Source: an optimization exercise on an open RTL-to-GDS flow (aim: small area and a short achievable clock period). Production flows keep margins and buffers that such runs may drop. At most, simulation tests tie the RTL to the original design; equivalence was not proved.

JK:
==> flow/design.v <==
module shifter #(
  parameter int AMOUNT = 1
) (
  input  logic [15:0] shift_in,
  output logic [15:0] shift_out
);
  assign shift_out = (shift_in << AMOUNT) | (shift_in >> (16 - AMOUNT));
endmodule
module round (
  input  logic [15:0] x_in, w_in, k1, k2,
  output logic [15:0] x_out, w_out
);
  logic [15:0] a1, a2, a8, x1, b1, b2, b8;
  shifter #(1) A1 (x_in, a1);
  shifter #(8) A8 (x_in, a8);
  shifter #(2) A2 (x_in, a2);
  assign x1 = (a1 & a8) ^ (a2 ^ w_in);
  shifter #(1) B1 (x1, b1);
  shifter #(8) B8 (x1, b8);
  shifter #(2) B2 (x1, b2);
  assign x_out = (b1 & b8) ^ (b2 ^ (x_in ^ k1));
  assign w_out = x1 ^ k2;
endmodule
module key_gen (
  input  logic [63:0] key_in,
  input  logic        z0, z1,
  output logic [63:0] key_out
);
  logic [15:0] p, k1, k2, k3, k4, k5, pn, c0, c1;
  logic [15:0] k2r1, k3r1, k3r3, k3r4, k4r3, k4r4;
  assign p  = key_in[15:0];
  assign k1 = key_in[31:16];
  assign k2 = key_in[47:32];
  assign k3 = key_in[63:48];
  assign c0 = {14'h3fff, 1'b0, z0};
  assign c1 = {14'h3fff, 1'b0, z1};
  shifter #(15) R2a (k2, k2r1);      
  shifter #(15) R3a (k3, k3r1);      
  shifter #(13) R3b (k3, k3r3);      
  shifter #(12) R3c (k3, k3r4);      
  shifter #(13) R4a (k4, k4r3);      
  shifter #(12) R4b (k4, k4r4);      
  assign k4 = p ^ (k3r3 ^ k3r4) ^ c0;
  assign k5 = (k1 ^ (k2 ^ k2r1) ^ c1) ^ (k4r3 ^ k4r4);
  assign pn = k2 ^ k3 ^ k3r1;
  assign key_out = {k5, k4, k3, pn};
endmodule
module simon32_64 (
	input  logic clk, reset,
	input  logic in_valid,
	output logic in_ready,
	input  logic [31:0] plaintext,
	input  logic [63:0] key,
	output logic out_valid,
	output logic [31:0] ciphertext
);
	localparam logic [2:0] A_FIRST = 3'b110;
	localparam logic [3:0] B_LAST  = 4'b1101;
	logic [15:0] xa, wa, xb, wb;
	logic [63:0] ka, kb;
	logic [2:0]  ca, ca_next;
	logic [3:0]  cb, cb_next;
	logic        va, free_b, last_b;
	logic [15:0] xab, wab, xba, wba;
	logic [63:0] kab, kba;
	always_comb begin
		case (ca)
			3'b110:  cb_next = 4'b1100;
			3'b100:  cb_next = 4'b1000;
			3'b000:  cb_next = 4'b1001;
			3'b010:  cb_next = 4'b0100;
			3'b011:  cb_next = 4'b1010;
			3'b001:  cb_next = 4'b0101;
			3'b111:  cb_next = 4'b0000;
			default: cb_next = 4'b1101;
		endcase
		case (cb)
			4'b1100: ca_next = 3'b100;
			4'b1000: ca_next = 3'b000;
			4'b1001: ca_next = 3'b010;
			4'b0100: ca_next = 3'b011;
			4'b1010: ca_next = 3'b001;
			4'b0101: ca_next = 3'b111;
			default: ca_next = 3'b101;
		endcase
	end
	assign last_b = (cb == B_LAST);
	round   rab (xa, wa, ka[31:16], ka[47:32], xab, wab);
	key_gen gab (ka, ca[2], ca[1], kab);
	round   rba (xb, wb, kb[31:16], kb[47:32] & {16{!last_b}}, xba, wba);
	key_gen gba (kb, cb[3], cb[2], kba);
	always_ff @(posedge clk) begin
		xb <= xab;
		wb <= wab;
		kb <= kab;
		cb <= cb_next;
		if (free_b) begin
			xa <= plaintext[31:16];
			wa <= plaintext[15:0] ^ key[15:0];
			ka <= {key[63:16], key[15:0] ^ key[31:16] ^ {key[16], key[31:17]}};
			ca <= A_FIRST;
		end else begin
			xa <= xba;
			wa <= wba;
			ka <= kba;
			ca <= ca_next;
		end
	end
	always_ff @(posedge clk) begin
		if (reset) begin
			va        <= 1'b0;
			free_b    <= 1'b1;
			out_valid <= 1'b0;
		end else begin
			va        <= free_b ? in_valid : !last_b;
			free_b    <= !va;
			out_valid <= !free_b && last_b;
		end
	end
	assign in_ready   = free_b;
	assign ciphertext = {xa, wa};
endmodule
Settings: LEC_CHECK=0, CAP_MARGIN=20, CORE_MARGIN=2, CORE_UTILIZATION=40, CTS_CLUSTER_DIAMETER=100, CTS_CLUSTER_SIZE=25, SETUP_SLACK_MARGIN=0.8, SLEW_MARGIN=20; clock period 2.5 ns.
standard.sh (not shown) runs the stock make flow with config.mk's settings and CLKGATE_MAP_FILE= SYNTH_SCRIPT=/design/flow/synth_recipe.tcl, a recipe that flattens the netlist after the stock synthesis.
==> flow/flow/run.sh <==
#!/bin/bash
# Standard layout (the standard.sh) with two changes:
#  - the port buffers are plain buffers instead of the delay cells that
#    buffer_ports picks by default;
#  - the slow cells listed in flow/dont_use.txt are added to the platform's
#    don't-use list, so that synthesis maps the XOR-heavy logic onto faster
#    two-input gates.
set -euo pipefail
export BUFFER_PORTS_ARGS="-buffer_cell sky130_fd_sc_hd__buf_2"
plat=$(make -s -C "$FLOW_HOME" DESIGN_CONFIG="$PWD/config.mk" WORK_HOME="$PWD/orfs" \
  print-DONT_USE_CELLS 2> print_dont_use.log | sed -n 's/^DONT_USE_CELLS: //p')
extra=$(grep -v '^#' flow/dont_use.txt | tr '\n' ' ')
echo "platform: $plat" > dont_use.log
echo "added: $extra" >> dont_use.log
bash standard.sh "DONT_USE_CELLS=$plat $extra" finish > standard_finish.log 2>&1
==> flow/flow/dont_use.txt <==
# slow cells kept out of synthesis and repair
sky130_fd_sc_hd__xor3_1
sky130_fd_sc_hd__xor3_2
sky130_fd_sc_hd__xor3_4
sky130_fd_sc_hd__xnor3_1
sky130_fd_sc_hd__xnor3_2
sky130_fd_sc_hd__xnor3_4
sky130_fd_sc_hd__or4_1
sky130_fd_sc_hd__or4_2
sky130_fd_sc_hd__or4_4
sky130_fd_sc_hd__nor4_1
sky130_fd_sc_hd__nor4_2
sky130_fd_sc_hd__nor4_4
sky130_fd_sc_hd__and4_1
sky130_fd_sc_hd__and4_2
sky130_fd_sc_hd__and4_4
sky130_fd_sc_hd__nand4_1
sky130_fd_sc_hd__nand4_2
sky130_fd_sc_hd__nand4_4
sky130_fd_sc_hd__or4b_1
sky130_fd_sc_hd__or4bb_1
sky130_fd_sc_hd__nor4b_1
sky130_fd_sc_hd__nor4bb_1
sky130_fd_sc_hd__or3_1
sky130_fd_sc_hd__or3b_1
sky130_fd_sc_hd__nor3_1
For MS, these inputs were changed with respect to JK:
--- a/flow/design.v
+++ b/flow/design.v
@@ -24,26 +24,31 @@
 module key_gen (
   input  logic [63:0] key_in,
   input  logic        z0, z1,
   output logic [63:0] key_out
 );
-  logic [15:0] p, k1, k2, k3, k4, k5, pn, c0, c1;
-  logic [15:0] k2r1, k3r1, k3r3, k3r4, k4r3, k4r4;
+  logic [15:0] p, k1, k2, k3, k4, k5, pn, c0, c1, bc0;
+  logic [15:0] k2r1, k3r1, k3r3, k3r4, k3r6, k3r8, pr3, pr4, c0r3, c0r4;
   assign p  = key_in[15:0];
   assign k1 = key_in[31:16];
   assign k2 = key_in[47:32];
   assign k3 = key_in[63:48];
   assign c0 = {14'h3fff, 1'b0, z0};
   assign c1 = {14'h3fff, 1'b0, z1};
   shifter #(15) R2a (k2, k2r1);      
   shifter #(15) R3a (k3, k3r1);      
   shifter #(13) R3b (k3, k3r3);      
   shifter #(12) R3c (k3, k3r4);      
-  shifter #(13) R4a (k4, k4r3);      
-  shifter #(12) R4b (k4, k4r4);      
+  shifter #(10) R3d (k3, k3r6);      
+  shifter #(8)  R3e (k3, k3r8);      
+  shifter #(13) RPa (p, pr3);        
+  shifter #(12) RPb (p, pr4);        
+  shifter #(13) RCa (c0, c0r3);      
+  shifter #(12) RCb (c0, c0r4);      
+  assign bc0 = c0r3 ^ c0r4;
   assign k4 = p ^ (k3r3 ^ k3r4) ^ c0;
-  assign k5 = (k1 ^ (k2 ^ k2r1) ^ c1) ^ (k4r3 ^ k4r4);
+  assign k5 = (k1 ^ (k2 ^ k2r1)) ^ ((pr3 ^ pr4) ^ (k3r6 ^ k3r8)) ^ bc0 ^ c1;
   assign pn = k2 ^ k3 ^ k3r1;
   assign key_out = {k5, k4, k3, pn};
 endmodule
 module simon32_64 (
 	input  logic clk, reset,
## What came out
Compared to JK, the router laid down more metal wire for MS. Worst-case headroom to the max-slew limit delta for MS relative to JK: 0.69 points lower. Hold slack in MS is 0.0054 ns above JK. Going from JK to MS, the multi-input logic area was found to have gone up by 1.1%. MS against JK: area growth from synthesis to layout -2.3 points.
The RTL of JK was laid out without a check of its function.

[re-timing with driven ports]
No port has a modelled driver above. Below, the same layouts with a new extraction and two added sets of constraints. Step 1 sets driving cells, clkbuf_16 on the clock port and buf_2 on the other inputs (assumed; they add their load-dependent delay and slew). Step 2, shift: input delay + t, output delay - t, t = (earliest + latest rising clock arrival at the registers) / 2. This alone moves slack from input paths to output paths. Three values: ideal, step 1, step 2; two values: the first two.
run	t, ns	setup WS [ns]	slew at the worst register clock pin (ns)	cell pins on the clock port's net
JK	0.520	0.832 / 0.781 / 0.844	0.11 / 0.11	1
MS	0.526	0.814 / 0.765 / 0.897	0.11 / 0.11	1
After both steps every run listed still meets setup and hold.
